Background: an optimization exercise with open tools, aiming at small area. Do not read the settings as production practice. No run shown here included a check of the RTL's function; only the layout flow was run.

==> flow/design.v (outline; a module is shown in full before it is edited, if it fits) <==
// module altitude_reflex_chip: 2493 lines
// module reflex_fa: 4 lines
// module reflex_ha: 4 lines
module altitude_reflex_chip (
    input wire clk,
    input wire rst_n,
    input wire signed [15:0] altitude_current,
    input wire signed [15:0] altitude_target,
    input wire signed [15:0] velocity_z,
    input wire signed [15:0] accel_z,
    input wire [7:0] compliance,
    input wire signed [15:0] pid_kp,
    input wire signed [15:0] pid_ki,
    input wire signed [15:0] pid_kd,
    output wire signed [15:0] thrust_output,
    output reg control_valid
);
  // ...
==> flow/flow/run.sh <==
#!/bin/bash
# The standard layout (the standard.sh) with these changes:
#  - synthesis is the standard synthesis (synth_recipe.tcl and ORFS's
#    synth.tcl, unchanged but for one line) with ABC's technology-mapping
#    script replaced by flow/abc_area_amap.script (area-oriented mapping);
#    registers, flattening and renaming are exactly as in the standard synthesis;
#  - every input and output port gets a sky130_fd_sc_hd__buf_1 buffer;
#  - the buffers that synthesis inserted are removed once at floorplan and
#    global placement is not timing driven (the design meets timing with margin);
#  - clock tree synthesis uses clkbuf_4/clkbuf_8 and inserts no dummy loads.
# Each tool's full output is in standard.log (and ORFS's own logs under orfs/logs).
set -o pipefail
HERE=$(pwd)
F=$HERE/flow
sed "s#\$::env(SCRIPTS_DIR)/abc_area.script#$F/abc_area_amap.script#" \
  "$FLOW_HOME/scripts/synth_preamble.tcl" > "$HERE/synth_preamble_amap.tcl"
sed "s#source \$::env(SCRIPTS_DIR)/synth_preamble.tcl#source $HERE/synth_preamble_amap.tcl#" \
  "$FLOW_HOME/scripts/synth.tcl" > "$HERE/synth_amap.tcl"
sed "s#source \$::env(SCRIPTS_DIR)/synth.tcl#source $HERE/synth_amap.tcl#" \
  "$HERE/synth_recipe.tcl" > "$HERE/synth_recipe_amap.tcl"
for f in synth_preamble_amap.tcl synth_amap.tcl synth_recipe_amap.tcl; do
  [ -s "$HERE/$f" ] || { echo "empty $f" > flow_error.log; exit 1; }
done
grep -q "abc_area_amap.script" "$HERE/synth_preamble_amap.tcl" || { echo "preamble edit failed" > flow_error.log; exit 1; }
grep -q "synth_preamble_amap.tcl" "$HERE/synth_amap.tcl" || { echo "synth edit failed" > flow_error.log; exit 1; }
grep -q "synth_amap.tcl" "$HERE/synth_recipe_amap.tcl" || { echo "synth_recipe edit failed" > flow_error.log; exit 1; }
export BUFFER_PORTS_ARGS="-buffer_cell sky130_fd_sc_hd__buf_1"
export CTS_ARGS="-sink_clustering_enable -repair_clock_nets -dont_use_dummy_load -buf_list {sky130_fd_sc_hd__clkbuf_4 sky130_fd_sc_hd__clkbuf_8}"
bash standard.sh SYNTH_SCRIPT="$HERE/synth_recipe_amap.tcl" REMOVE_ABC_BUFFERS=1 GPL_TIMING_DRIVEN=0 > standard.log 2>&1
==> flow/flow/abc_area_amap.script <==
strash
dch -f
amap
topo
dnsize -c
==> flow/standard.sh <==
#!/bin/bash
# synth_recipe.tcl (not shown) runs the flow's synth.tcl, then flattens the netlist and writes it again
# the make line also repeats each setting of config.mk as NAME=value (left out here)
make -C /OpenROAD-flow-scripts/flow DESIGN_CONFIG=/design/flow/config.mk WORK_HOME=/design/flow/orfs CLKGATE_MAP_FILE= SYNTH_SCRIPT=/design/flow/synth_recipe.tcl "${@:-finish}"
==> flow/config.mk <==
export PLATFORM = sky130hd
export DESIGN_NAME = altitude_reflex_chip
export DESIGN_NICKNAME = altitude_reflex_chip
export VERILOG_FILES = /design/flow/design.v
export SDC_FILE = /design/flow/constraint.sdc
export NUM_CORES = 4
export LEC_CHECK = 0
export ABC_AREA = 1
export CAP_MARGIN = 20
export CORE_MARGIN = 2
export CORE_UTILIZATION = 40
export SLEW_MARGIN = 20
export SYNTH_HIERARCHICAL = 1
==> flow/constraint.sdc <==
create_clock -name core_clock -period 25.0 [get_ports {clk}]
set_input_delay 5.0000 -clock core_clock [delete_from_list [all_inputs] [get_ports {clk}]]
set_output_delay 5.0000 -clock core_clock [all_outputs]
set_load 0.01 [all_outputs]
==> metrics.csv, run 1 <==
metric,value,unit
post_drt_wl_per_cell,23.58,µm
hold_path.class,flop to flop,
synth_simple_gate_area_share,11.46,%
largest-register,integral,
cp_top_family,adder cells,
wl_met2,35210,µm
ys_ff_latch,61,
overflow,0,
seq_cell_count,61,
nonClockBufferCount,142,
cts_htree_levels,3,
synthCells,2434,
postSynthAreaPerCell,8.687,µm²
clockNetworkAreaShare,0.5397,%
yosys-mux-area-fraction,0,%
synth.most_common_cell,fa_1,
synthAdderAreaFrac,50.80,%
grt_first_pass_wirelength,120000,µm
holdWs,0.5528,ns
gp_congestion,0.9400,
n_fill_cell,5236,
status,"complete, no violations",
fin_skew,0.02705,ns
cts_root_buf,clkbuf_8,
drt_pass1_iterations,9,
grt_util_all_layers,29.12,%
postCtsSetupRepairBufs,0,
wl_met3,6778,µm
min_from,last_error[0],
setup.worst_path.start,altitude_target[0],
first_iter_violations,2049,
path_clk_slew,0.06,ns
grt_max_degree,39,
layout-drive-gt1-share,2.713,%
final_cells,3271,
top_regs,"integral x17, derivative x16, last_error x16",
cts-resized-gates,0,
port_buffers,128,
==> run 2, diff against run 1 <==
--- a/flow/design.v
+++ b/flow/design.v
@@ -1964,533 +1964,491 @@
 wire s1967, c1968;
 reflex_fa us1967 (.a(n888), .b(n1960), .c(n549), .s(s1967), .co(c1968));
 wire s1969, c1970;
 reflex_fa us1969 (.a(c1962), .b(s1967), .c(c1964), .s(s1969), .co(c1970));
 wire n1971 = ~(n891 ^ n552);
 wire n1972 = n891 | n552;
 wire s1973, c1974;
 reflex_fa us1973 (.a(c1968), .b(n1971), .c(c1970), .s(s1973), .co(c1974));
-wire n1975 = s1395 & c1362;
-wire n1976 = s1467 & c1432;
-wire n1977 = s1543 & c1506;
-wire n1978 = s1623 & c1584;
-wire n1979 = s1705 & c1666;
-wire n1980 = s1777 & c1744;
-wire n1981 = s1837 & c1810;
-wire n1982 = s1885 & c1864;
-wire n1983 = s1923 & c1906;
-wire n1984 = s1937 & c1924;
-wire n1985 = s1957 & c1950;
-wire n1986 = s1969 & c1966;
-wire n1987 = n1972 & c1974;
-wire n1988 = s1395 ^ c1362;
-wire n1989 = s1467 ^ c1432;
-wire n1990 = s1543 ^ c1506;
-wire n1991 = s1623 ^ c1584;
-wire n1992 = s1705 ^ c1666;
-wire n1993 = s1777 ^ c1744;
-wire n1994 = s1837 ^ c1810;
-wire n1995 = s1885 ^ c1864;
-wire n1996 = s1923 ^ c1906;
-wire n1997 = s1937 ^ c1924;
-wire n1998 = s1957 ^ c1950;
-wire n1999 = s1969 ^ c1966;
-wire n2000 = n1972 ^ c1974;
-wire n2001 = s1431 & n1975;
-wire n2002 = s1431 & n1988;
-wire n2003 = s1505 & n1976;
-wire n2004 = s1505 & n1989;
-wire n2005 = s1583 & n1977;
-wire n2006 = s1583 & n1990;
-wire n2007 = s1665 & n1978;
-wire n2008 = s1665 & n1991;
-wire n2009 = s1743 & n1979;
-wire n2010 = s1743 & n1992;
-wire n2011 = s1809 & n1980;
-wire n2012 = s1809 & n1993;
-wire n2013 = s1863 & n1981;
-wire n2014 = s1863 & n1994;
-wire n2015 = s1905 & n1982;
-wire n2016 = s1905 & n1995;
-wire n2017 = n1997 & n1983;
-wire n2018 = n1984 | n2017;
-wire n2019 = n1997 & n1996;
-wire n2020 = n1998 & s1949;
-wire n2021 = n1999 & s1965;
-wire n2022 = n2000 & s1973;
-wire n2023 = n2004 & n2001;
-wire n2024 = n2003 | n2023;
-wire n2025 = n2004 & n2002;
-wire n2026 = n2008 & n2005;
-wire n2027 = n2007 | n2026;
-wire n2028 = n2008 & n2006;
-wire n2029 = n2012 & n2009;
-wire n2030 = n2011 | n2029;
-wire n2031 = n2012 & n2010;
-wire n2032 = n2016 & n2013;
-wire n2033 = n2015 | n2032;
-wire n2034 = n2016 & n2014;
-wire n2035 = n2020 & n2018;
-wire n2036 = n1985 | n2035;
-wire n2037 = n2020 & n2019;
-wire n2038 = n2022 & n1986;
-wire n2039 = n1987 | n2038;
-wire n2040 = n2022 & n2021;
-wire n2041 = n2028 & n2024;
-wire n2042 = n2027 | n2041;
-wire n2043 = n2028 & n2025;
-wire n2044 = n2034 & n2030;
-wire n2045 = n2033 | n2044;
-wire n2046 = n2034 & n2031;
-wire n2047 = n2040 & n2036;
-wire n2048 = n2039 | n2047;
-wire n2049 = n2040 & n2037;
-wire n2050 = n2046 & n2042;
-wire n2051 = n2045 | n2050;
-wire n2052 = n2046 & n2043;
-wire n2053 = n2049 & n2051;
-wire n2054 = n2048 | n2053;
-wire n2055 = n2049 & n2052;
-wire n2056 = n2031 & n2042;
-wire n2057 = n2030 | n2056;
-wire n2058 = n2031 & n2043;
-wire n2059 = n2037 & n2051;
-wire n2060 = n2036 | n2059;
-wire n2061 = n2037 & n2052;
-wire n2062 = n2006 & n2024;
-wire n2063 = n2005 | n2062;
-wire n2064 = n2006 & n2025;
-wire n2065 = n2010 & n2042;
-wire n2066 = n2009 | n2065;
-wire n2067 = n2010 & n2043;
-wire n2068 = n2014 & n2057;
-wire n2069 = n2013 | n2068;
-wire n2070 = n2014 & n2058;
-wire n2071 = n2019 & n2051;
-wire n2072 = n2018 | n2071;
-wire n2073 = n2019 & n2052;
-wire n2074 = n2021 & n2060;
-wire n2075 = n1986 | n2074;
-wire n2076 = n2021 & n2061;
-wire n2077 = n1989 & n2001;
-wire n2078 = n1976 | n2077;
-wire n2079 = n1989 & n2002;
-wire n2080 = n1990 & n2024;
-wire n2081 = n1977 | n2080;
-wire n2082 = n1990 & n2025;
-wire n2083 = n1991 & n2063;
-wire n2084 = n1978 | n2083;
-wire n2085 = n1991 & n2064;
-wire n2086 = n1992 & n2042;
-wire n2087 = n1979 | n2086;
-wire n2088 = n1992 & n2043;
-wire n2089 = n1993 & n2066;
-wire n2090 = n1980 | n2089;
-wire n2091 = n1993 & n2067;
-wire n2092 = n1994 & n2057;
-wire n2093 = n1981 | n2092;
-wire n2094 = n1994 & n2058;
-wire n2095 = n1995 & n2069;
-wire n2096 = n1982 | n2095;
-wire n2097 = n1995 & n2070;
-wire n2098 = n1996 & n2051;
-wire n2099 = n1983 | n2098;
-wire n2100 = n1996 & n2052;
-wire n2101 = s1949 & n2072;
-wire n2102 = s1949 & n2073;
-wire n2103 = s1965 & n2060;
-wire n2104 = s1965 & n2061;
-wire n2105 = s1973 & n2075;
-wire n2106 = s1973 & n2076;
-wire n2107 = s1431 ^ n1975;
-wire n2108 = n1989 ^ n2001;
-wire n2109 = s1505 ^ n2078;
-wire n2110 = n1990 ^ n2024;
-wire n2111 = s1583 ^ n2081;
-wire n2112 = n1991 ^ n2063;
-wire n2113 = s1665 ^ n2084;
-wire n2114 = n1992 ^ n2042;
-wire n2115 = s1743 ^ n2087;
-wire n2116 = n1993 ^ n2066;
-wire n2117 = s1809 ^ n2090;
-wire n2118 = n1994 ^ n2057;
-wire n2119 = s1863 ^ n2093;
-wire n2120 = n1995 ^ n2069;
-wire n2121 = s1905 ^ n2096;
-wire n2122 = n1996 ^ n2051;
-wire n2123 = n1997 ^ n2099;
-wire n2124 = s1949 ^ n2072;
-wire n2125 = n1998 ^ n2101;
-wire n2126 = s1965 ^ n2060;
-wire n2127 = n1999 ^ n2103;
-wire n2128 = s1973 ^ n2075;
-wire n2129 = n2000 ^ n2105;
-wire n2130 = ~n2054;
-wire [24:0] pid_sum = {n2130, n2129, n2128, n2127, n2126, n2125, n2124, n2123, n2122, n2121, n2120, n2119, n2118, n2117, n2116, n2115, n2114, n2113, n2112, n2111, n2110, n2109, n2108, n2107, n1988};
+wire s1975, c1976;
+reflex_ha us1975 (.a(s1395), .b(c1362), .s(s1975), .co(c1976));
+wire s1977, c1978;
+reflex_ha us1977 (.a(s1431), .b(c1976), .s(s1977), .co(c1978));
+wire s1979, c1980;
+reflex_fa us1979 (.a(s1467), .b(c1432), .c(c1978), .s(s1979), .co(c1980));
+wire s1981, c1982;
+reflex_ha us1981 (.a(s1505), .b(c1980), .s(s1981), .co(c1982));
+wire s1983, c1984;
+reflex_fa us1983 (.a(s1543), .b(c1506), .c(c1982), .s(s1983), .co(c1984));
+wire s1985, c1986;
+reflex_ha us1985 (.a(s1583), .b(c1984), .s(s1985), .co(c1986));
+wire s1987, c1988;
+reflex_fa us1987 (.a(s1623), .b(c1584), .c(c1986), .s(s1987), .co(c1988));
+wire s1989, c1990;
+reflex_ha us1989 (.a(s1665), .b(c1988), .s(s1989), .co(c1990));
+wire s1991, c1992;
+reflex_fa us1991 (.a(s1705), .b(c1666), .c(c1990), .s(s1991), .co(c1992));
+wire n1993 = s1777 & c1744;
+wire n1994 = s1837 & c1810;
+wire n1995 = s1885 & c1864;
+wire n1996 = s1923 & c1906;
+wire n1997 = s1937 & c1924;
+wire n1998 = s1957 & c1950;
+wire n1999 = s1969 & c1966;
+wire n2000 = n1972 & c1974;
+wire n2001 = s1777 ^ c1744;
+wire n2002 = s1837 ^ c1810;
+wire n2003 = s1885 ^ c1864;
+wire n2004 = s1923 ^ c1906;
+wire n2005 = s1937 ^ c1924;
+wire n2006 = s1957 ^ c1950;
+wire n2007 = s1969 ^ c1966;
+wire n2008 = n1972 ^ c1974;
+wire n2009 = s1743 & c1992;
+wire n2010 = n2001 & n2009;
+wire n2011 = n1993 | n2010;
+wire n2012 = n2001 & s1743;
+wire n2013 = n2002 & s1809;
+wire n2014 = n2003 & s1863;
+wire n2015 = n2004 & s1905;
+wire n2016 = s1949 & n1997;
+wire n2017 = s1949 & n2005;
+wire n2018 = s1965 & n1998;
+wire n2019 = s1965 & n2006;
+wire n2020 = s1973 & n1999;
+wire n2021 = s1973 & n2007;
+wire n2022 = n2013 & n2011;
+wire n2023 = n1994 | n2022;
+wire n2024 = n2013 & n2012;
+wire n2025 = n2015 & n1995;
+wire n2026 = n1996 | n2025;
+wire n2027 = n2015 & n2014;
+wire n2028 = n2019 & n2016;
+wire n2029 = n2018 | n2028;
+wire n2030 = n2019 & n2017;
+wire n2031 = n2008 & n2020;
+wire n2032 = n2000 | n2031;
+wire n2033 = n2008 & n2021;
+wire n2034 = n2027 & n2023;
+wire n2035 = n2026 | n2034;
+wire n2036 = n2027 & n2024;
+wire n2037 = n2033 & n2029;
+wire n2038 = n2032 | n2037;
+wire n2039 = n2033 & n2030;
+wire n2040 = n2039 & n2035;
+wire n2041 = n2038 | n2040;
+wire n2042 = n2039 & n2036;
+wire n2043 = n2030 & n2035;
+wire n2044 = n2029 | n2043;
+wire n2045 = n2030 & n2036;
+wire n2046 = n2014 & n2023;
+wire n2047 = n1995 | n2046;
+wire n2048 = n2014 & n2024;
+wire n2049 = n2017 & n2035;
+wire n2050 = n2016 | n2049;
+wire n2051 = n2017 & n2036;
+wire n2052 = n2021 & n2044;
+wire n2053 = n2020 | n2052;
+wire n2054 = n2021 & n2045;
+wire n2055 = s1809 & n2011;
+wire n2056 = s1809 & n2012;
+wire n2057 = s1863 & n2023;
+wire n2058 = s1863 & n2024;
+wire n2059 = s1905 & n2047;
+wire n2060 = s1905 & n2048;
+wire n2061 = n2005 & n2035;
+wire n2062 = n1997 | n2061;
+wire n2063 = n2005 & n2036;
+wire n2064 = n2006 & n2050;
+wire n2065 = n1998 | n2064;
+wire n2066 = n2006 & n2051;
+wire n2067 = n2007 & n2044;
+wire n2068 = n1999 | n2067;
+wire n2069 = n2007 & n2045;
+wire n2070 = n2008 & n2053;
+wire n2071 = n2000 | n2070;
+wire n2072 = n2008 & n2054;
+wire n2073 = s1743 ^ c1992;
+wire n2074 = n2001 ^ n2009;
+wire n2075 = s1809 ^ n2011;
+wire n2076 = n2002 ^ n2055;
+wire n2077 = s1863 ^ n2023;
+wire n2078 = n2003 ^ n2057;
+wire n2079 = s1905 ^ n2047;
+wire n2080 = n2004 ^ n2059;
+wire n2081 = n2005 ^ n2035;
+wire n2082 = s1949 ^ n2062;
+wire n2083 = n2006 ^ n2050;
+wire n2084 = s1965 ^ n2065;
+wire n2085 = n2007 ^ n2044;
+wire n2086 = s1973 ^ n2068;
+wire n2087 = n2008 ^ n2053;
+wire n2088 = ~n2071;
+wire [24:0] pid_sum = {n2088, n2087, n2086, n2085, n2084, n2083, n2082, n2081, n2080, n2079, n2078, n2077, n2076, n2075, n2074, n2073, s1991, s1989, s1987, s1985, s1983, s1981, s1979, s1977, s1975};
 wire pid_hi = ~pid_sum[24] & (pid_sum[23:0] > 24'd1000);
 wire pid_lo = pid_sum[24] & (pid_sum[23:0] < 24'hFFFC18);
 wire [10:0] pid_c = pid_hi ? 11'd1000 : pid_lo ? 11'h418 : pid_sum[10:0];
-wire n2131 = ~n142;
-wire n2132 = ~velocity_z[15];
-wire n2133 = ~accel_z[15];
+wire n2089 = ~n142;
+wire n2090 = ~velocity_z[15];
+wire n2091 = ~accel_z[15];
+wire s2092, c2093;
+reflex_fa us2092 (.a(accel_z[8]), .b(velocity_z[5]), .c(n129), .s(s2092), .co(c2093));
+wire s2094, c2095;
+reflex_fa us2094 (.a(accel_z[9]), .b(velocity_z[6]), .c(n130), .s(s2094), .co(c2095));
+wire s2096, c2097;
+reflex_fa us2096 (.a(accel_z[10]), .b(velocity_z[7]), .c(n131), .s(s2096), .co(c2097));
+wire s2098, c2099;
+reflex_fa us2098 (.a(accel_z[11]), .b(velocity_z[8]), .c(n132), .s(s2098), .co(c2099));
+wire s2100, c2101;
+reflex_fa us2100 (.a(accel_z[12]), .b(velocity_z[9]), .c(n133), .s(s2100), .co(c2101));
+wire s2102, c2103;
+reflex_fa us2102 (.a(accel_z[13]), .b(velocity_z[10]), .c(n134), .s(s2102), .co(c2103));
+wire s2104, c2105;
+reflex_fa us2104 (.a(accel_z[14]), .b(velocity_z[11]), .c(n135), .s(s2104), .co(c2105));
+wire n2106 = ~(velocity_z[12] ^ n2091);
+wire n2107 = velocity_z[12] | n2091;
+wire s2108, c2109;
+reflex_fa us2108 (.a(n2106), .b(n136), .c(c2105), .s(s2108), .co(c2109));
+wire n2110 = ~(velocity_z[13] ^ n2107);
+wire n2111 = velocity_z[13] | n2107;
+wire s2112, c2113;
+reflex_fa us2112 (.a(n2110), .b(n137), .c(c2109), .s(s2112), .co(c2113));
+wire n2114 = ~(velocity_z[14] ^ n2111);
+wire n2115 = velocity_z[14] | n2111;
+wire s2116, c2117;
+reflex_fa us2116 (.a(n138), .b(n2114), .c(c2113), .s(s2116), .co(c2117));
+wire s2118, c2119;
+reflex_fa us2118 (.a(n2090), .b(n139), .c(n2115), .s(s2118), .co(c2119));
+wire n2120 = ~(n140 ^ c2119);
+wire n2121 = n140 | c2119;
+wire n2122 = ~(n141 ^ n2121);
+wire n2123 = n141 | n2121;
+wire s2124, c2125;
+reflex_ha us2124 (.a(accel_z[7]), .b(velocity_z[4]), .s(s2124), .co(c2125));
+wire s2126, c2127;
+reflex_ha us2126 (.a(s2092), .b(c2125), .s(s2126), .co(c2127));
+wire s2128, c2129;
+reflex_fa us2128 (.a(c2093), .b(s2094), .c(c2127), .s(s2128), .co(c2129));
+wire s2130, c2131;
+reflex_fa us2130 (.a(c2095), .b(s2096), .c(c2129), .s(s2130), .co(c2131));
+wire s2132, c2133;
+reflex_fa us2132 (.a(c2097), .b(s2098), .c(c2131), .s(s2132), .co(c2133));
 wire s2134, c2135;
-reflex_fa us2134 (.a(accel_z[8]), .b(velocity_z[5]), .c(n129), .s(s2134), .co(c2135));
+reflex_fa us2134 (.a(c2099), .b(s2100), .c(c2133), .s(s2134), .co(c2135));
 wire s2136, c2137;
-reflex_fa us2136 (.a(accel_z[9]), .b(velocity_z[6]), .c(n130), .s(s2136), .co(c2137));
+reflex_fa us2136 (.a(c2101), .b(s2102), .c(c2135), .s(s2136), .co(c2137));
 wire s2138, c2139;
-reflex_fa us2138 (.a(accel_z[10]), .b(velocity_z[7]), .c(n131), .s(s2138), .co(c2139));
+reflex_fa us2138 (.a(s2104), .b(c2103), .c(c2137), .s(s2138), .co(c2139));
 wire s2140, c2141;
-reflex_fa us2140 (.a(accel_z[11]), .b(velocity_z[8]), .c(n132), .s(s2140), .co(c2141));
+reflex_ha us2140 (.a(s2108), .b(c2139), .s(s2140), .co(c2141));
 wire s2142, c2143;
-reflex_fa us2142 (.a(accel_z[12]), .b(velocity_z[9]), .c(n133), .s(s2142), .co(c2143));
+reflex_ha us2142 (.a(s2112), .b(c2141), .s(s2142), .co(c2143));
 wire s2144, c2145;
-reflex_fa us2144 (.a(accel_z[13]), .b(velocity_z[10]), .c(n134), .s(s2144), .co(c2145));
+reflex_ha us2144 (.a(s2116), .b(c2143), .s(s2144), .co(c2145));
 wire s2146, c2147;
-reflex_fa us2146 (.a(accel_z[14]), .b(velocity_z[11]), .c(n135), .s(s2146), .co(c2147));
-wire n2148 = ~(velocity_z[12] ^ n2133);
-wire n2149 = velocity_z[12] | n2133;
+reflex_fa us2146 (.a(s2118), .b(c2117), .c(c2145), .s(s2146), .co(c2147));
+wire s2148, c2149;
+reflex_ha us2148 (.a(n2120), .b(c2147), .s(s2148), .co(c2149));
 wire s2150, c2151;
-reflex_fa us2150 (.a(n2148), .b(n136), .c(c2147), .s(s2150), .co(c2151));
-wire n2152 = ~(velocity_z[13] ^ n2149);
-wire n2153 = velocity_z[13] | n2149;
-wire s2154, c2155;
-reflex_fa us2154 (.a(n2152), .b(n137), .c(c2151), .s(s2154), .co(c2155));
-wire n2156 = ~(velocity_z[14] ^ n2153);
-wire n2157 = velocity_z[14] | n2153;
-wire s2158, c2159;
-reflex_fa us2158 (.a(n138), .b(n2156), .c(c2155), .s(s2158), .co(c2159));
-wire s2160, c2161;
-reflex_fa us2160 (.a(n2132), .b(n139), .c(n2157), .s(s2160), .co(c2161));
-wire n2162 = ~(n140 ^ c2161);
-wire n2163 = n140 | c2161;
-wire n2164 = ~(n141 ^ n2163);
-wire n2165 = n141 | n2163;
-wire s2166, c2167;
-reflex_ha us2166 (.a(accel_z[7]), .b(velocity_z[4]), .s(s2166), .co(c2167));
-wire s2168, c2169;
-reflex_ha us2168 (.a(s2134), .b(c2167), .s(s2168), .co(c2169));
-wire s2170, c2171;
-reflex_fa us2170 (.a(c2135), .b(s2136), .c(c2169), .s(s2170), .co(c2171));
-wire s2172, c2173;
-reflex_fa us2172 (.a(c2137), .b(s2138), .c(c2171), .s(s2172), .co(c2173));
-wire s2174, c2175;
-reflex_fa us2174 (.a(c2139), .b(s2140), .c(c2173), .s(s2174), .co(c2175));
-wire s2176, c2177;
-reflex_fa us2176 (.a(c2141), .b(s2142), .c(c2175), .s(s2176), .co(c2177));
-wire s2178, c2179;
-reflex_fa us2178 (.a(c2143), .b(s2144), .c(c2177), .s(s2178), .co(c2179));
-wire s2180, c2181;
-reflex_fa us2180 (.a(s2146), .b(c2145), .c(c2179), .s(s2180), .co(c2181));
-wire s2182, c2183;
-reflex_ha us2182 (.a(s2150), .b(c2181), .s(s2182), .co(c2183));
-wire s2184, c2185;
-reflex_ha us2184 (.a(s2154), .b(c2183), .s(s2184), .co(c2185));
-wire s2186, c2187;
-reflex_ha us2186 (.a(s2158), .b(c2185), .s(s2186), .co(c2187));
-wire s2188, c2189;
-reflex_fa us2188 (.a(s2160), .b(c2159), .c(c2187), .s(s2188), .co(c2189));
-wire s2190, c2191;
-reflex_ha us2190 (.a(n2162), .b(c2189), .s(s2190), .co(c2191));
-wire s2192, c2193;
-reflex_ha us2192 (.a(n2164), .b(c2191), .s(s2192), .co(c2193));
-wire s2194, c2195;
-reflex_fa us2194 (.a(n2131), .b(n2165), .c(c2193), .s(s2194), .co(c2195));
-wire n2196 = ~c2195;
-wire [16:0] l1 = {n2196, s2194, s2192, s2190, s2188, s2186, s2184, s2182, s2180, s2178, s2176, s2174, s2172, s2170, s2168, s2166, accel_z[6]};
+reflex_ha us2150 (.a(n2122), .b(c2149), .s(s2150), .co(c2151));
+wire s2152, c2153;
+reflex_fa us2152 (.a(n2089), .b(n2123), .c(c2151), .s(s2152), .co(c2153));
+wire n2154 = ~c2153;
+wire [16:0] l1 = {n2154, s2152, s2150, s2148, s2146, s2144, s2142, s2140, s2138, s2136, s2134, s2132, s2130, s2128, s2126, s2124, accel_z[6]};
 wire l1_hi = ~l1[16] & (l1[15:0] > 16'd125);
 wire l1_lo = l1[16] & (l1[15:0] < 16'hFF83);
 wire [7:0] l1c = l1_hi ? 8'd125 : l1_lo ? 8'h83 : l1[7:0];
-wire n2197 = ~l1c[7];
-wire n2198 = ~l1c[7];
-wire n2199 = ~(l1c[5] ^ n2198);
-wire n2200 = l1c[5] | n2198;
-wire n2201 = ~(l1c[6] ^ n2200);
-wire n2202 = l1c[6] | n2200;
-wire s2203, c2204;
-reflex_ha us2203 (.a(l1c[0]), .b(l1c[2]), .s(s2203), .co(c2204));
-wire s2205, c2206;
-reflex_fa us2205 (.a(l1c[1]), .b(l1c[3]), .c(c2204), .s(s2205), .co(c2206));
-wire s2207, c2208;
-reflex_fa us2207 (.a(l1c[2]), .b(l1c[4]), .c(c2206), .s(s2207), .co(c2208));
-wire s2209, c2210;
-reflex_fa us2209 (.a(l1c[3]), .b(l1c[5]), .c(c2208), .s(s2209), .co(c2210));
-wire s2211, c2212;
-reflex_fa us2211 (.a(l1c[4]), .b(l1c[6]), .c(c2210), .s(s2211), .co(c2212));
-wire s2213, c2214;
-reflex_ha us2213 (.a(n2199), .b(c2212), .s(s2213), .co(c2214));
-wire s2215, c2216;
-reflex_ha us2215 (.a(n2201), .b(c2214), .s(s2215), .co(c2216));
-wire s2217, c2218;
-reflex_fa us2217 (.a(n2197), .b(n2202), .c(c2216), .s(s2217), .co(c2218));
-wire n2219 = ~c2218;
-wire n2220 = compliance[0] ? l1c[1] : pid_c[0];
-wire n2221 = compliance[0] ? s2203 : pid_c[1];
-wire n2222 = compliance[0] ? s2205 : pid_c[2];
-wire n2223 = compliance[0] ? s2207 : pid_c[3];
-wire n2224 = compliance[0] ? s2209 : pid_c[4];
-wire n2225 = compliance[0] ? s2211 : pid_c[5];
-wire n2226 = compliance[0] ? s2213 : pid_c[6];
-wire n2227 = compliance[0] ? s2215 : pid_c[7];
-wire n2228 = compliance[0] ? s2217 : pid_c[8];
-wire n2229 = compliance[0] ? n2219 : pid_c[9];
-wire n2230 = compliance[0] ? n2219 : pid_c[10];
-wire n2231 = ~n2230;
-wire n2232 = compliance[1] ? l1c[1] : pid_c[0];
-wire n2233 = compliance[1] ? s2203 : pid_c[1];
-wire n2234 = compliance[1] ? s2205 : pid_c[2];
-wire n2235 = compliance[1] ? s2207 : pid_c[3];
-wire n2236 = compliance[1] ? s2209 : pid_c[4];
-wire n2237 = compliance[1] ? s2211 : pid_c[5];
-wire n2238 = compliance[1] ? s2213 : pid_c[6];
-wire n2239 = compliance[1] ? s2215 : pid_c[7];
-wire n2240 = compliance[1] ? s2217 : pid_c[8];
-wire n2241 = compliance[1] ? n2219 : pid_c[9];
-wire n2242 = compliance[1] ? n2219 : pid_c[10];
-wire n2243 = ~n2242;
-wire n2244 = compliance[2] ? l1c[1] : pid_c[0];
-wire n2245 = compliance[2] ? s2203 : pid_c[1];
-wire n2246 = compliance[2] ? s2205 : pid_c[2];
-wire n2247 = compliance[2] ? s2207 : pid_c[3];
-wire n2248 = compliance[2] ? s2209 : pid_c[4];
-wire n2249 = compliance[2] ? s2211 : pid_c[5];
-wire n2250 = compliance[2] ? s2213 : pid_c[6];
-wire n2251 = compliance[2] ? s2215 : pid_c[7];
-wire n2252 = compliance[2] ? s2217 : pid_c[8];
-wire n2253 = compliance[2] ? n2219 : pid_c[9];
-wire n2254 = compliance[2] ? n2219 : pid_c[10];
-wire n2255 = ~n2254;
-wire n2256 = compliance[3] ? l1c[1] : pid_c[0];
-wire n2257 = compliance[3] ? s2203 : pid_c[1];
-wire n2258 = compliance[3] ? s2205 : pid_c[2];
-wire n2259 = compliance[3] ? s2207 : pid_c[3];
-wire n2260 = compliance[3] ? s2209 : pid_c[4];
-wire n2261 = compliance[3] ? s2211 : pid_c[5];
-wire n2262 = compliance[3] ? s2213 : pid_c[6];
-wire n2263 = compliance[3] ? s2215 : pid_c[7];
-wire n2264 = compliance[3] ? s2217 : pid_c[8];
-wire n2265 = compliance[3] ? n2219 : pid_c[9];
-wire n2266 = compliance[3] ? n2219 : pid_c[10];
-wire n2267 = ~n2266;
-wire n2268 = compliance[4] ? l1c[1] : pid_c[0];
-wire n2269 = compliance[4] ? s2203 : pid_c[1];
-wire n2270 = compliance[4] ? s2205 : pid_c[2];
-wire n2271 = compliance[4] ? s2207 : pid_c[3];
-wire n2272 = compliance[4] ? s2209 : pid_c[4];
-wire n2273 = compliance[4] ? s2211 : pid_c[5];
-wire n2274 = compliance[4] ? s2213 : pid_c[6];
-wire n2275 = compliance[4] ? s2215 : pid_c[7];
-wire n2276 = compliance[4] ? s2217 : pid_c[8];
-wire n2277 = compliance[4] ? n2219 : pid_c[9];
-wire n2278 = compliance[4] ? n2219 : pid_c[10];
-wire n2279 = ~n2278;
-wire n2280 = compliance[5] ? l1c[1] : pid_c[0];
-wire n2281 = compliance[5] ? s2203 : pid_c[1];
-wire n2282 = compliance[5] ? s2205 : pid_c[2];
-wire n2283 = compliance[5] ? s2207 : pid_c[3];
-wire n2284 = compliance[5] ? s2209 : pid_c[4];
-wire n2285 = compliance[5] ? s2211 : pid_c[5];
-wire n2286 = compliance[5] ? s2213 : pid_c[6];
-wire n2287 = compliance[5] ? s2215 : pid_c[7];
-wire n2288 = compliance[5] ? s2217 : pid_c[8];
-wire n2289 = compliance[5] ? n2219 : pid_c[9];
-wire n2290 = compliance[5] ? n2219 : pid_c[10];
-wire n2291 = ~n2290;
-wire n2292 = compliance[6] ? l1c[1] : pid_c[0];
-wire n2293 = compliance[6] ? s2203 : pid_c[1];
-wire n2294 = compliance[6] ? s2205 : pid_c[2];
-wire n2295 = compliance[6] ? s2207 : pid_c[3];
-wire n2296 = compliance[6] ? s2209 : pid_c[4];
-wire n2297 = compliance[6] ? s2211 : pid_c[5];
-wire n2298 = compliance[6] ? s2213 : pid_c[6];
-wire n2299 = compliance[6] ? s2215 : pid_c[7];
-wire n2300 = compliance[6] ? s2217 : pid_c[8];
-wire n2301 = compliance[6] ? n2219 : pid_c[9];
-wire n2302 = compliance[6] ? n2219 : pid_c[10];
-wire n2303 = ~n2302;
-wire n2304 = compliance[7] ? l1c[1] : pid_c[0];
-wire n2305 = compliance[7] ? s2203 : pid_c[1];
-wire n2306 = compliance[7] ? s2205 : pid_c[2];
-wire n2307 = compliance[7] ? s2207 : pid_c[3];
-wire n2308 = compliance[7] ? s2209 : pid_c[4];
-wire n2309 = compliance[7] ? s2211 : pid_c[5];
-wire n2310 = compliance[7] ? s2213 : pid_c[6];
-wire n2311 = compliance[7] ? s2215 : pid_c[7];
-wire n2312 = compliance[7] ? s2217 : pid_c[8];
-wire n2313 = compliance[7] ? n2219 : pid_c[9];
-wire n2314 = compliance[7] ? n2219 : pid_c[10];
-wire n2315 = ~n2314;
+wire n2155 = ~l1c[7];
+wire n2156 = ~l1c[7];
+wire n2157 = ~(l1c[5] ^ n2156);
+wire n2158 = l1c[5] | n2156;
+wire n2159 = ~(l1c[6] ^ n2158);
+wire n2160 = l1c[6] | n2158;
+wire s2161, c2162;
+reflex_ha us2161 (.a(l1c[0]), .b(l1c[2]), .s(s2161), .co(c2162));
+wire s2163, c2164;
+reflex_fa us2163 (.a(l1c[1]), .b(l1c[3]), .c(c2162), .s(s2163), .co(c2164));
+wire s2165, c2166;
+reflex_fa us2165 (.a(l1c[2]), .b(l1c[4]), .c(c2164), .s(s2165), .co(c2166));
+wire s2167, c2168;
+reflex_fa us2167 (.a(l1c[3]), .b(l1c[5]), .c(c2166), .s(s2167), .co(c2168));
+wire s2169, c2170;
+reflex_fa us2169 (.a(l1c[4]), .b(l1c[6]), .c(c2168), .s(s2169), .co(c2170));
+wire s2171, c2172;
+reflex_ha us2171 (.a(n2157), .b(c2170), .s(s2171), .co(c2172));
+wire s2173, c2174;
+reflex_ha us2173 (.a(n2159), .b(c2172), .s(s2173), .co(c2174));
+wire s2175, c2176;
+reflex_fa us2175 (.a(n2155), .b(n2160), .c(c2174), .s(s2175), .co(c2176));
+wire n2177 = ~c2176;
+wire n2178 = compliance[0] ? l1c[1] : pid_c[0];
+wire n2179 = compliance[0] ? s2161 : pid_c[1];
+wire n2180 = compliance[0] ? s2163 : pid_c[2];
+wire n2181 = compliance[0] ? s2165 : pid_c[3];
+wire n2182 = compliance[0] ? s2167 : pid_c[4];
+wire n2183 = compliance[0] ? s2169 : pid_c[5];
+wire n2184 = compliance[0] ? s2171 : pid_c[6];
+wire n2185 = compliance[0] ? s2173 : pid_c[7];
+wire n2186 = compliance[0] ? s2175 : pid_c[8];
+wire n2187 = compliance[0] ? n2177 : pid_c[9];
+wire n2188 = compliance[0] ? n2177 : pid_c[10];
+wire n2189 = ~n2188;
+wire n2190 = compliance[1] ? l1c[1] : pid_c[0];
+wire n2191 = compliance[1] ? s2161 : pid_c[1];
+wire n2192 = compliance[1] ? s2163 : pid_c[2];
+wire n2193 = compliance[1] ? s2165 : pid_c[3];
+wire n2194 = compliance[1] ? s2167 : pid_c[4];
+wire n2195 = compliance[1] ? s2169 : pid_c[5];
+wire n2196 = compliance[1] ? s2171 : pid_c[6];
+wire n2197 = compliance[1] ? s2173 : pid_c[7];
+wire n2198 = compliance[1] ? s2175 : pid_c[8];
+wire n2199 = compliance[1] ? n2177 : pid_c[9];
+wire n2200 = compliance[1] ? n2177 : pid_c[10];
+wire n2201 = ~n2200;
+wire n2202 = compliance[2] ? l1c[1] : pid_c[0];
+wire n2203 = compliance[2] ? s2161 : pid_c[1];
+wire n2204 = compliance[2] ? s2163 : pid_c[2];
+wire n2205 = compliance[2] ? s2165 : pid_c[3];
+wire n2206 = compliance[2] ? s2167 : pid_c[4];
+wire n2207 = compliance[2] ? s2169 : pid_c[5];
+wire n2208 = compliance[2] ? s2171 : pid_c[6];
+wire n2209 = compliance[2] ? s2173 : pid_c[7];
+wire n2210 = compliance[2] ? s2175 : pid_c[8];
+wire n2211 = compliance[2] ? n2177 : pid_c[9];
+wire n2212 = compliance[2] ? n2177 : pid_c[10];
+wire n2213 = ~n2212;
+wire n2214 = compliance[3] ? l1c[1] : pid_c[0];
+wire n2215 = compliance[3] ? s2161 : pid_c[1];
+wire n2216 = compliance[3] ? s2163 : pid_c[2];
+wire n2217 = compliance[3] ? s2165 : pid_c[3];
+wire n2218 = compliance[3] ? s2167 : pid_c[4];
+wire n2219 = compliance[3] ? s2169 : pid_c[5];
+wire n2220 = compliance[3] ? s2171 : pid_c[6];
+wire n2221 = compliance[3] ? s2173 : pid_c[7];
+wire n2222 = compliance[3] ? s2175 : pid_c[8];
+wire n2223 = compliance[3] ? n2177 : pid_c[9];
+wire n2224 = compliance[3] ? n2177 : pid_c[10];
+wire n2225 = ~n2224;
+wire n2226 = compliance[4] ? l1c[1] : pid_c[0];
+wire n2227 = compliance[4] ? s2161 : pid_c[1];
+wire n2228 = compliance[4] ? s2163 : pid_c[2];
+wire n2229 = compliance[4] ? s2165 : pid_c[3];
+wire n2230 = compliance[4] ? s2167 : pid_c[4];
+wire n2231 = compliance[4] ? s2169 : pid_c[5];
+wire n2232 = compliance[4] ? s2171 : pid_c[6];
+wire n2233 = compliance[4] ? s2173 : pid_c[7];
+wire n2234 = compliance[4] ? s2175 : pid_c[8];
+wire n2235 = compliance[4] ? n2177 : pid_c[9];
+wire n2236 = compliance[4] ? n2177 : pid_c[10];
+wire n2237 = ~n2236;
+wire n2238 = compliance[5] ? l1c[1] : pid_c[0];
+wire n2239 = compliance[5] ? s2161 : pid_c[1];
+wire n2240 = compliance[5] ? s2163 : pid_c[2];
+wire n2241 = compliance[5] ? s2165 : pid_c[3];
+wire n2242 = compliance[5] ? s2167 : pid_c[4];
+wire n2243 = compliance[5] ? s2169 : pid_c[5];
+wire n2244 = compliance[5] ? s2171 : pid_c[6];
+wire n2245 = compliance[5] ? s2173 : pid_c[7];
+wire n2246 = compliance[5] ? s2175 : pid_c[8];
+wire n2247 = compliance[5] ? n2177 : pid_c[9];
+wire n2248 = compliance[5] ? n2177 : pid_c[10];
+wire n2249 = ~n2248;
+wire n2250 = compliance[6] ? l1c[1] : pid_c[0];
+wire n2251 = compliance[6] ? s2161 : pid_c[1];
+wire n2252 = compliance[6] ? s2163 : pid_c[2];
+wire n2253 = compliance[6] ? s2165 : pid_c[3];
+wire n2254 = compliance[6] ? s2167 : pid_c[4];
+wire n2255 = compliance[6] ? s2169 : pid_c[5];
+wire n2256 = compliance[6] ? s2171 : pid_c[6];
+wire n2257 = compliance[6] ? s2173 : pid_c[7];
+wire n2258 = compliance[6] ? s2175 : pid_c[8];
+wire n2259 = compliance[6] ? n2177 : pid_c[9];
+wire n2260 = compliance[6] ? n2177 : pid_c[10];
+wire n2261 = ~n2260;
+wire n2262 = compliance[7] ? l1c[1] : pid_c[0];
+wire n2263 = compliance[7] ? s2161 : pid_c[1];
+wire n2264 = compliance[7] ? s2163 : pid_c[2];
+wire n2265 = compliance[7] ? s2165 : pid_c[3];
+wire n2266 = compliance[7] ? s2167 : pid_c[4];
+wire n2267 = compliance[7] ? s2169 : pid_c[5];
+wire n2268 = compliance[7] ? s2171 : pid_c[6];
+wire n2269 = compliance[7] ? s2173 : pid_c[7];
+wire n2270 = compliance[7] ? s2175 : pid_c[8];
+wire n2271 = compliance[7] ? n2177 : pid_c[9];
+wire n2272 = compliance[7] ? n2177 : pid_c[10];
+wire n2273 = ~n2272;
+wire s2274, c2275;
+reflex_fa us2274 (.a(n2180), .b(n2191), .c(n2202), .s(s2274), .co(c2275));
+wire s2276, c2277;
+reflex_fa us2276 (.a(n2181), .b(n2192), .c(n2203), .s(s2276), .co(c2277));
+wire s2278, c2279;
+reflex_fa us2278 (.a(n2214), .b(c2275), .c(s2276), .s(s2278), .co(c2279));
+wire s2280, c2281;
+reflex_fa us2280 (.a(n2182), .b(n2193), .c(n2204), .s(s2280), .co(c2281));
+wire s2282, c2283;
+reflex_fa us2282 (.a(n2215), .b(n2226), .c(c2277), .s(s2282), .co(c2283));
+wire s2284, c2285;
+reflex_fa us2284 (.a(s2280), .b(c2279), .c(s2282), .s(s2284), .co(c2285));
+wire s2286, c2287;
+reflex_fa us2286 (.a(n2183), .b(n2194), .c(n2205), .s(s2286), .co(c2287));
+wire s2288, c2289;
+reflex_fa us2288 (.a(n2216), .b(n2227), .c(n2238), .s(s2288), .co(c2289));
+wire s2290, c2291;
+reflex_fa us2290 (.a(c2281), .b(s2286), .c(s2288), .s(s2290), .co(c2291));
+wire s2292, c2293;
+reflex_fa us2292 (.a(c2283), .b(s2290), .c(c2285), .s(s2292), .co(c2293));
+wire s2294, c2295;
+reflex_fa us2294 (.a(n2184), .b(n2195), .c(n2206), .s(s2294), .co(c2295));
+wire s2296, c2297;
+reflex_fa us2296 (.a(n2217), .b(n2228), .c(n2239), .s(s2296), .co(c2297));
+wire s2298, c2299;
+reflex_fa us2298 (.a(n2250), .b(c2287), .c(c2289), .s(s2298), .co(c2299));
+wire s2300, c2301;
+reflex_fa us2300 (.a(s2294), .b(s2296), .c(c2291), .s(s2300), .co(c2301));
+wire s2302, c2303;
+reflex_fa us2302 (.a(s2298), .b(s2300), .c(c2293), .s(s2302), .co(c2303));
+wire s2304, c2305;
+reflex_fa us2304 (.a(n2185), .b(n2196), .c(n2207), .s(s2304), .co(c2305));
+wire s2306, c2307;
+reflex_fa us2306 (.a(n2218), .b(n2229), .c(n2240), .s(s2306), .co(c2307));
+wire s2308, c2309;
+reflex_fa us2308 (.a(n2251), .b(n2262), .c(c2295), .s(s2308), .co(c2309));
+wire s2310, c2311;
+reflex_fa us2310 (.a(c2297), .b(s2304), .c(s2306), .s(s2310), .co(c2311));
+wire s2312, c2313;
+reflex_fa us2312 (.a(c2299), .b(s2308), .c(s2310), .s(s2312), .co(c2313));
+wire s2314, c2315;
+reflex_fa us2314 (.a(c2301), .b(s2312), .c(c2303), .s(s2314), .co(c2315));
 wire s2316, c2317;
-reflex_fa us2316 (.a(n2222), .b(n2233), .c(n2244), .s(s2316), .co(c2317));
+reflex_fa us2316 (.a(n2186), .b(n2197), .c(n2208), .s(s2316), .co(c2317));
 wire s2318, c2319;
-reflex_fa us2318 (.a(n2223), .b(n2234), .c(n2245), .s(s2318), .co(c2319));
+reflex_fa us2318 (.a(n2219), .b(n2230), .c(n2241), .s(s2318), .co(c2319));
 wire s2320, c2321;
-reflex_fa us2320 (.a(n2256), .b(c2317), .c(s2318), .s(s2320), .co(c2321));
+reflex_fa us2320 (.a(n2252), .b(n2263), .c(c2305), .s(s2320), .co(c2321));
 wire s2322, c2323;
-reflex_fa us2322 (.a(n2224), .b(n2235), .c(n2246), .s(s2322), .co(c2323));
+reflex_fa us2322 (.a(c2307), .b(s2316), .c(s2318), .s(s2322), .co(c2323));
 wire s2324, c2325;
-reflex_fa us2324 (.a(n2257), .b(n2268), .c(c2319), .s(s2324), .co(c2325));
+reflex_fa us2324 (.a(c2309), .b(c2311), .c(s2320), .s(s2324), .co(c2325));
 wire s2326, c2327;
-reflex_fa us2326 (.a(s2322), .b(c2321), .c(s2324), .s(s2326), .co(c2327));
+reflex_fa us2326 (.a(s2322), .b(c2313), .c(s2324), .s(s2326), .co(c2327));
 wire s2328, c2329;
-reflex_fa us2328 (.a(n2225), .b(n2236), .c(n2247), .s(s2328), .co(c2329));
+reflex_fa us2328 (.a(n2187), .b(n2198), .c(n2209), .s(s2328), .co(c2329));
 wire s2330, c2331;
-reflex_fa us2330 (.a(n2258), .b(n2269), .c(n2280), .s(s2330), .co(c2331));
+reflex_fa us2330 (.a(n2220), .b(n2231), .c(n2242), .s(s2330), .co(c2331));
 wire s2332, c2333;
-reflex_fa us2332 (.a(c2323), .b(s2328), .c(s2330), .s(s2332), .co(c2333));
+reflex_fa us2332 (.a(n2253), .b(n2264), .c(c2317), .s(s2332), .co(c2333));
 wire s2334, c2335;
-reflex_fa us2334 (.a(c2325), .b(s2332), .c(c2327), .s(s2334), .co(c2335));
+reflex_fa us2334 (.a(c2319), .b(s2328), .c(s2330), .s(s2334), .co(c2335));
 wire s2336, c2337;
-reflex_fa us2336 (.a(n2226), .b(n2237), .c(n2248), .s(s2336), .co(c2337));
+reflex_fa us2336 (.a(c2321), .b(c2323), .c(s2332), .s(s2336), .co(c2337));
 wire s2338, c2339;
-reflex_fa us2338 (.a(n2259), .b(n2270), .c(n2281), .s(s2338), .co(c2339));
-wire s2340, c2341;
-reflex_fa us2340 (.a(n2292), .b(c2329), .c(c2331), .s(s2340), .co(c2341));
+reflex_fa us2338 (.a(s2334), .b(c2325), .c(s2336), .s(s2338), .co(c2339));
+wire n2340 = ~(n2199 ^ n2210);
+wire n2341 = n2199 | n2210;
 wire s2342, c2343;
-reflex_fa us2342 (.a(s2336), .b(s2338), .c(c2333), .s(s2342), .co(c2343));
+reflex_fa us2342 (.a(n2221), .b(n2232), .c(n2243), .s(s2342), .co(c2343));
 wire s2344, c2345;
-reflex_fa us2344 (.a(s2340), .b(s2342), .c(c2335), .s(s2344), .co(c2345));
+reflex_fa us2344 (.a(n2254), .b(n2265), .c(n2189), .s(s2344), .co(c2345));
 wire s2346, c2347;
-reflex_fa us2346 (.a(n2227), .b(n2238), .c(n2249), .s(s2346), .co(c2347));
+reflex_fa us2346 (.a(c2329), .b(c2331), .c(n2340), .s(s2346), .co(c2347));
 wire s2348, c2349;
-reflex_fa us2348 (.a(n2260), .b(n2271), .c(n2282), .s(s2348), .co(c2349));
+reflex_fa us2348 (.a(s2342), .b(s2344), .c(c2333), .s(s2348), .co(c2349));
 wire s2350, c2351;
-reflex_fa us2350 (.a(n2293), .b(n2304), .c(c2337), .s(s2350), .co(c2351));
+reflex_fa us2350 (.a(c2335), .b(s2346), .c(c2337), .s(s2350), .co(c2351));
 wire s2352, c2353;
-reflex_fa us2352 (.a(c2339), .b(s2346), .c(s2348), .s(s2352), .co(c2353));
+reflex_fa us2352 (.a(s2348), .b(s2350), .c(c2339), .s(s2352), .co(c2353));
 wire s2354, c2355;
-reflex_fa us2354 (.a(c2341), .b(s2350), .c(s2352), .s(s2354), .co(c2355));
+reflex_fa us2354 (.a(n2211), .b(n2222), .c(n2233), .s(s2354), .co(c2355));
 wire s2356, c2357;
-reflex_fa us2356 (.a(c2343), .b(s2354), .c(c2345), .s(s2356), .co(c2357));
+reflex_fa us2356 (.a(n2244), .b(n2255), .c(n2266), .s(s2356), .co(c2357));
 wire s2358, c2359;
-reflex_fa us2358 (.a(n2228), .b(n2239), .c(n2250), .s(s2358), .co(c2359));
+reflex_fa us2358 (.a(n2201), .b(c2343), .c(n2341), .s(s2358), .co(c2359));
 wire s2360, c2361;
-reflex_fa us2360 (.a(n2261), .b(n2272), .c(n2283), .s(s2360), .co(c2361));
+reflex_fa us2360 (.a(s2354), .b(s2356), .c(c2345), .s(s2360), .co(c2361));
 wire s2362, c2363;
-reflex_fa us2362 (.a(n2294), .b(n2305), .c(c2347), .s(s2362), .co(c2363));
+reflex_fa us2362 (.a(c2347), .b(s2358), .c(s2360), .s(s2362), .co(c2363));
 wire s2364, c2365;
-reflex_fa us2364 (.a(c2349), .b(s2358), .c(s2360), .s(s2364), .co(c2365));
+reflex_fa us2364 (.a(c2349), .b(s2362), .c(c2351), .s(s2364), .co(c2365));
 wire s2366, c2367;
-reflex_fa us2366 (.a(c2351), .b(c2353), .c(s2362), .s(s2366), .co(c2367));
+reflex_fa us2366 (.a(n2223), .b(n2234), .c(n2245), .s(s2366), .co(c2367));
 wire s2368, c2369;
-reflex_fa us2368 (.a(s2364), .b(c2355), .c(s2366), .s(s2368), .co(c2369));
+reflex_fa us2368 (.a(n2256), .b(n2267), .c(n2213), .s(s2368), .co(c2369));
 wire s2370, c2371;
-reflex_fa us2370 (.a(n2229), .b(n2240), .c(n2251), .s(s2370), .co(c2371));
+reflex_fa us2370 (.a(c2355), .b(c2357), .c(s2366), .s(s2370), .co(c2371));
 wire s2372, c2373;
-reflex_fa us2372 (.a(n2262), .b(n2273), .c(n2284), .s(s2372), .co(c2373));
+reflex_fa us2372 (.a(s2368), .b(c2359), .c(s2370), .s(s2372), .co(c2373));
 wire s2374, c2375;
-reflex_fa us2374 (.a(n2295), .b(n2306), .c(c2359), .s(s2374), .co(c2375));
+reflex_fa us2374 (.a(c2361), .b(s2372), .c(c2363), .s(s2374), .co(c2375));
 wire s2376, c2377;
-reflex_fa us2376 (.a(c2361), .b(s2370), .c(s2372), .s(s2376), .co(c2377));
+reflex_fa us2376 (.a(n2235), .b(n2246), .c(n2257), .s(s2376), .co(c2377));
 wire s2378, c2379;
-reflex_fa us2378 (.a(c2363), .b(c2365), .c(s2374), .s(s2378), .co(c2379));
+reflex_fa us2378 (.a(n2268), .b(n2225), .c(c2367), .s(s2378), .co(c2379));
 wire s2380, c2381;
-reflex_fa us2380 (.a(s2376), .b(c2367), .c(s2378), .s(s2380), .co(c2381));
-wire n2382 = ~(n2241 ^ n2252);
-wire n2383 = n2241 | n2252;
+reflex_fa us2380 (.a(s2376), .b(c2369), .c(c2371), .s(s2380), .co(c2381));
+wire s2382, c2383;
+reflex_fa us2382 (.a(s2378), .b(c2373), .c(s2380), .s(s2382), .co(c2383));
 wire s2384, c2385;
-reflex_fa us2384 (.a(n2263), .b(n2274), .c(n2285), .s(s2384), .co(c2385));
+reflex_fa us2384 (.a(n2247), .b(n2258), .c(n2269), .s(s2384), .co(c2385));
 wire s2386, c2387;
-reflex_fa us2386 (.a(n2296), .b(n2307), .c(n2231), .s(s2386), .co(c2387));
+reflex_fa us2386 (.a(n2237), .b(c2377), .c(s2384), .s(s2386), .co(c2387));
 wire s2388, c2389;
-reflex_fa us2388 (.a(c2371), .b(c2373), .c(n2382), .s(s2388), .co(c2389));
+reflex_fa us2388 (.a(c2379), .b(s2386), .c(c2381), .s(s2388), .co(c2389));
 wire s2390, c2391;
-reflex_fa us2390 (.a(s2384), .b(s2386), .c(c2375), .s(s2390), .co(c2391));
+reflex_fa us2390 (.a(n2259), .b(n2270), .c(n2249), .s(s2390), .co(c2391));
 wire s2392, c2393;
-reflex_fa us2392 (.a(c2377), .b(s2388), .c(c2379), .s(s2392), .co(c2393));
+reflex_fa us2392 (.a(c2385), .b(s2390), .c(c2387), .s(s2392), .co(c2393));
 wire s2394, c2395;
-reflex_fa us2394 (.a(s2390), .b(s2392), .c(c2381), .s(s2394), .co(c2395));
-wire s2396, c2397;
-reflex_fa us2396 (.a(n2253), .b(n2264), .c(n2275), .s(s2396), .co(c2397));
-wire s2398, c2399;
-reflex_fa us2398 (.a(n2286), .b(n2297), .c(n2308), .s(s2398), .co(c2399));
-wire s2400, c2401;
-reflex_fa us2400 (.a(n2243), .b(c2385), .c(n2383), .s(s2400), .co(c2401));
-wire s2402, c2403;
-reflex_fa us2402 (.a(s2396), .b(s2398), .c(c2387), .s(s2402), .co(c2403));
+reflex_fa us2394 (.a(n2271), .b(n2261), .c(c2391), .s(s2394), .co(c2395));
+wire n2396 = n2179 & n2190;
+wire n2397 = n2179 | n2190;
+wire n2398 = s2274 & n2396;
+wire n2399 = s2278 & n2398;
+wire n2400 = s2284 & n2399;
+wire n2401 = s2292 & n2400;
+wire n2402 = s2302 & n2401;
+wire n2403 = s2314 & n2402;
 wire s2404, c2405;
-reflex_fa us2404 (.a(c2389), .b(s2400), .c(s2402), .s(s2404), .co(c2405));
+reflex_fa us2404 (.a(s2326), .b(c2315), .c(n2403), .s(s2404), .co(c2405));
 wire s2406, c2407;
-reflex_fa us2406 (.a(c2391), .b(s2404), .c(c2393), .s(s2406), .co(c2407));
+reflex_fa us2406 (.a(c2327), .b(s2338), .c(c2405), .s(s2406), .co(c2407));
 wire s2408, c2409;
-reflex_fa us2408 (.a(n2265), .b(n2276), .c(n2287), .s(s2408), .co(c2409));
+reflex_ha us2408 (.a(s2352), .b(c2407), .s(s2408), .co(c2409));
 wire s2410, c2411;
-reflex_fa us2410 (.a(n2298), .b(n2309), .c(n2255), .s(s2410), .co(c2411));
+reflex_fa us2410 (.a(c2353), .b(s2364), .c(c2409), .s(s2410), .co(c2411));
 wire s2412, c2413;
-reflex_fa us2412 (.a(c2397), .b(c2399), .c(s2408), .s(s2412), .co(c2413));
+reflex_fa us2412 (.a(s2374), .b(c2365), .c(c2411), .s(s2412), .co(c2413));
 wire s2414, c2415;
-reflex_fa us2414 (.a(s2410), .b(c2401), .c(s2412), .s(s2414), .co(c2415));
+reflex_fa us2414 (.a(s2382), .b(c2375), .c(c2413), .s(s2414), .co(c2415));
 wire s2416, c2417;
-reflex_fa us2416 (.a(c2403), .b(s2414), .c(c2405), .s(s2416), .co(c2417));
+reflex_fa us2416 (.a(s2388), .b(c2383), .c(c2415), .s(s2416), .co(c2417));
 wire s2418, c2419;
-reflex_fa us2418 (.a(n2277), .b(n2288), .c(n2299), .s(s2418), .co(c2419));
+reflex_fa us2418 (.a(s2392), .b(c2389), .c(c2417), .s(s2418), .co(c2419));
 wire s2420, c2421;
-reflex_fa us2420 (.a(n2310), .b(n2267), .c(c2409), .s(s2420), .co(c2421));
+reflex_fa us2420 (.a(s2394), .b(c2393), .c(c2419), .s(s2420), .co(c2421));
 wire s2422, c2423;
-reflex_fa us2422 (.a(s2418), .b(c2411), .c(c2413), .s(s2422), .co(c2423));
-wire s2424, c2425;
-reflex_fa us2424 (.a(s2420), .b(c2415), .c(s2422), .s(s2424), .co(c2425));
-wire s2426, c2427;
-reflex_fa us2426 (.a(n2289), .b(n2300), .c(n2311), .s(s2426), .co(c2427));
-wire s2428, c2429;
-reflex_fa us2428 (.a(n2279), .b(c2419), .c(s2426), .s(s2428), .co(c2429));
-wire s2430, c2431;
-reflex_fa us2430 (.a(c2421), .b(s2428), .c(c2423), .s(s2430), .co(c2431));
-wire s2432, c2433;
-reflex_fa us2432 (.a(n2301), .b(n2312), .c(n2291), .s(s2432), .co(c2433));
-wire s2434, c2435;
-reflex_fa us2434 (.a(c2427), .b(s2432), .c(c2429), .s(s2434), .co(c2435));
-wire s2436, c2437;
-reflex_fa us2436 (.a(n2313), .b(n2303), .c(c2433), .s(s2436), .co(c2437));
-wire n2438 = n2221 & n2232;
-wire n2439 = n2221 | n2232;
-wire n2440 = s2316 & n2438;
-wire n2441 = s2320 & n2440;
-wire n2442 = s2326 & n2441;
-wire n2443 = s2334 & n2442;
-wire n2444 = s2344 & n2443;
-wire n2445 = s2356 & n2444;
-wire s2446, c2447;
-reflex_fa us2446 (.a(s2368), .b(c2357), .c(n2445), .s(s2446), .co(c2447));
-wire s2448, c2449;
-reflex_fa us2448 (.a(c2369), .b(s2380), .c(c2447), .s(s2448), .co(c2449));
-wire s2450, c2451;
-reflex_ha us2450 (.a(s2394), .b(c2449), .s(s2450), .co(c2451));
-wire s2452, c2453;
-reflex_fa us2452 (.a(c2395), .b(s2406), .c(c2451), .s(s2452), .co(c2453));
-wire s2454, c2455;
-reflex_fa us2454 (.a(s2416), .b(c2407), .c(c2453), .s(s2454), .co(c2455));
-wire s2456, c2457;
-reflex_fa us2456 (.a(s2424), .b(c2417), .c(c2455), .s(s2456), .co(c2457));
-wire s2458, c2459;
-reflex_fa us2458 (.a(s2430), .b(c2425), .c(c2457), .s(s2458), .co(c2459));
-wire s2460, c2461;
-reflex_fa us2460 (.a(s2434), .b(c2431), .c(c2459), .s(s2460), .co(c2461));
-wire s2462, c2463;
-reflex_fa us2462 (.a(s2436), .b(c2435), .c(c2461), .s(s2462), .co(c2463));
-wire s2464, c2465;
-reflex_fa us2464 (.a(n2315), .b(c2437), .c(c2463), .s(s2464), .co(c2465));
-wire n2466 = ~c2465;
+reflex_fa us2422 (.a(n2273), .b(c2395), .c(c2421), .s(s2422), .co(c2423));
+wire n2424 = ~c2423;
 always @(posedge clk or negedge rst_n) begin
     if (!rst_n) begin
         integral <= 17'd0;
         last_error <= 16'd0;
         derivative <= 16'd0;
     end else begin
         integral <= {n257, n256, n255, n253, n251, n249, n247, n245, n243, n241, n239, n237, n235, n233, n231, n229, n227};
         derivative <= {n190, s187, s185, s183, s181, s179, s177, s175, s173, s171, s169, s167, s165, s163, s161, n159};
         last_error <= {n142, n141, n140, n139, n138, n137, n136, n135, n134, n133, n132, n131, n130, n129, n128, n127};
     end
 end
 always @(posedge clk or negedge rst_n) begin
     if (!rst_n) begin
         thrust <= 11'd0;
         control_valid <= 1'b0;
     end else begin
-        thrust <= {n2466, s2464, s2462, s2460, s2458, s2456, s2454, s2452, s2450, s2448, s2446};
+        thrust <= {n2424, s2422, s2420, s2418, s2416, s2414, s2412, s2410, s2408, s2406, s2404};
         control_valid <= 1'b1;
     end
 end
 assign thrust_output = {{5{thrust[10]}}, thrust};
 endmodule
 module reflex_fa (input wire a, input wire b, input wire c, output wire s, output wire co);
 assign s = a ^ b ^ c;
 assign co = (a & b) | (a & c) | (b & c);
==> metrics.csv, run 2 <==
metric,value,unit,change
cts_tree,built,,
syn_to_final_growth,9.034,%,
yosys_most_used_dff,dfrtp_1,,
num_rows,84,,
overflow,0,,unchanged
yosys_warnings,7,,
ys_ff_latch,61,,unchanged
vias,20280,,
nNetsFinal,3257,,
multi_input_area,18820,µm²,
cp-start-kind,input pin,,
hpwl,59440,µm,
finalWorstSetupSlack,0.8684,ns,
ys_async_sr_fraction,100.0,%,
port_buffers,128,,unchanged
largest-register,integral,,
final_cells,3255,,-0.49%
ys_seq_area_share,7.255,%,
regArea,1526,µm²,
finalSetupViolCount,0,,
antenna_left,0,,
critPathRequiredTime,25.23,ns,
routed_via_density,6.231,,
cts_htree_levels,3,,unchanged
antenna_found_initial,0,,
setup_tns,0,ns,
die_x,233.3,µm,
final_hold_viol_count,0,,
totalWireLength,76680,µm,
synthCells,2410,,-0.99%
relSlewSlack,35.26,%,
hold_path.class,flop to flop,,
drc,0,,
yosysTopAreaCell,fa_1,,
die_h,233.3,µm,
postSynthAreaPerCell,8.730,µm²,+0.49%
cts_root_buf,clkbuf_8,,
synth_edf_count,0,,
gp_congestion,0.9201,,-2.1%
status,"complete, no violations",,
synth_cell_types,42,,
tightest_slew,0.9651,ns,
grt_util_all_layers,28.69,%,-0.42 points
grt_first_pass_wirelength,118900,µm,-0.92%
finalMaxSlewViolations,0,,
path_clk_slew,0.09,ns,+0.03 ns
layout-drive-gt1-share,3.429,%,+0.72 points
grt_max_degree,39,,unchanged
max_freq,41.44,MHz,
final_cell_mix,"fa_1 (485), o22ai_1 (450), nand2_1 (402)",,
start_util,40.28,%,
num_io_pins,139,,
cpMostUsedCell,fa_1,,
grt_pass1_vias,20330,,
period_needed,24.13,ns,
arrival,24.36,ns,
die-area,54450,µm²,
synth.most_common_cell,fa_1,,
n_fill_cell,5173,,-1.2%
post-place-ws,-0.6318,ns,
timing.final.crit_share,96.53,%,
crit_path_end_kind,flop,,
layout_commonest_cell,fa_1,,
ctsHoldBuffers,0,,
synth_area,21040,µm²,
slowest_stage,fa_1,,
yosys-top-cells-area,"fa_1 (46%), o22ai_1 (13%), o21ai_0 (8.6%)",,
cap_violations,0,,
synth_top_area_share,46.15,%,
path_max_fanout,19,,
first_iter_violations,2125,,+3.7%
path_class,input pin to flop,,
drt_pass1_iterations,7,,-2
cts_buffer_depth,2,,
max_stage_delay,0.55,ns,
fin_skew,0.03130,ns,+0.004249 ns
synthTopCellsByCount,"fa_1 (485), o22ai_1 (451), nand2_1 (409)",,
clk_latency,0.38,ns,
placedCellCount,3234,,
post_drt_wl_per_cell,23.56,µm,about the same
top_regs,"integral x17, derivative x16, last_error x16",,
largest_reg_flops,17,,
cts_inserted_buffers,9,,
core_area,52240,µm²,
cts_sinks,61,,
-- run 2: metal layers --
| layer | vias to the layer above | GRT usage, % | share of wire, % |
|---|---|---|---|
| met5 | - | 0 | 0 |
| met3 | 190 | 3.259 | 8.0 |
| met1 | 9995 | 38.93 | 40 |
| met4 | 0 | 12.46 | 5.0 |
| met2 | 1054 | 46.45 | 47 |
| li1 | 9043 | - | - |
-- run 2: worst paths after layout --
| kind | startpoint | to | slack, ns | cells after the start |
|---|---|---|---|---|
| max | pid_ki[3] | thrust[9] | 0.87 | 58 |
| min | last_error[0] | derivative[0] | 0.57 | 2 |
| max reg2reg | integral[16] | thrust[9] | 6.43 | 53 |
| min reg2reg | last_error[0] | derivative[0] | 0.57 | 2 |
| max in group asynchronous | rst_n | integral[15] | 19.79 | 3 |
| min in group asynchronous | rst_n | thrust[5] | 4.54 | 1 |
-- run 2: area by class of cell --
cell class / instances / share of cell area, %
Timing Repair inverter: 2 / 0.04363
Timing Repair Buffer: 151 / 3.245
Antenna cell: 1 / 0.01091
Clock buffer: 9 / 0.5400
Inverter: 208 / 3.725
Multi-Input combinational cell: 2135 / 82.03
Sequential cell: 61 / 6.654
Tap cell: 688 / 3.753
-- run 2: cell families after synthesis --
| group | count (synthesis) | synth area share [%] |
|---|---|---|
| other | 1 | 0.01782 |
| adders and majority gates | 567 | 51.03 |
| buffers and inverters | 214 | 3.907 |
| DFF | 61 | 7.255 |
| AOI/OAI and AO/OA | 957 | 26.30 |
| and+or+nand+nor | 610 | 11.50 |
-- run 2: through the flow --
step | utilization [%] | instance area [µm²] | hold WS, ns
global placement | 42.77 | 22340 | 0.5385
floorplan | - | 21000 | 0.5200
global route | 43.91 | 22940 | 0.5973
detailed placement | 43.31 | 22620 | 0.5579
CTS | 43.56 | 22750 | 0.5706
finish | 43.92 | 22940 | 0.5693
-- run 2: per-module statistics from Yosys, one instance, submodules excluded --
module / cells inside / cell area (µm²) / times used
reflex_fa: 1 / 20.02 / 472
reflex_ha: 1 / 12.51 / 30
altitude_reflex_chip: 1908 / 11210 / 1
-- run 2: repair_timing --
| item | 4_1_cts | 5_1_grt |
|---|---|---|
| setup endpoints to repair | 2 | 5 |
| gates resized for setup | 5 | 29 |
| cloned | 0 | 2 |
| endpoints found under the hold margin | 0 | 0 |
| buffers inserted | 0 | 8 |
-- run 2: worst max-delay path: cells and delay by family --
kind | cells | cell delay, ns
AOI/OAI and AO/OA | 11 | 2.72
adders and majority gates | 34 | 13.13
buffers and inverters | 5 | 1.71
and+or+nand+nor | 8 | 1.76

## afterwards: timing with drivers on the ports
The flow's constraints put no driver on any port. The routed layouts listed below were extracted and timed again, unchanged, in two steps. Step 1: set_driving_cell puts a clkbuf_16 on clk and a buf_2 on each other input, an assumption about the parent block. Step 2 also shifts input and output timing later by t, the mid clock arrival at the registers, as if the neighbouring blocks saw the same clock. Slacks: no drivers / after step 1 / after step 2; pairs: no drivers / after step 1.
run | t (ns) | setup WS [ns] | latest minus earliest clock arrival (ns) | worst slew at a driven data input, ns
run 1 | 0.474 | 1.112 / 1.141 / 0.668 | 0.027 / 0.027 | 0.08
run 2 | 0.409 | 0.868 / 0.879 / 0.470 | 0.031 / 0.032 | 0.09
After both steps every run listed still meets setup and hold. The setup slack of run 1, which loses most, moves by +0.029 ns with the drivers and by -0.444 ns with both steps.
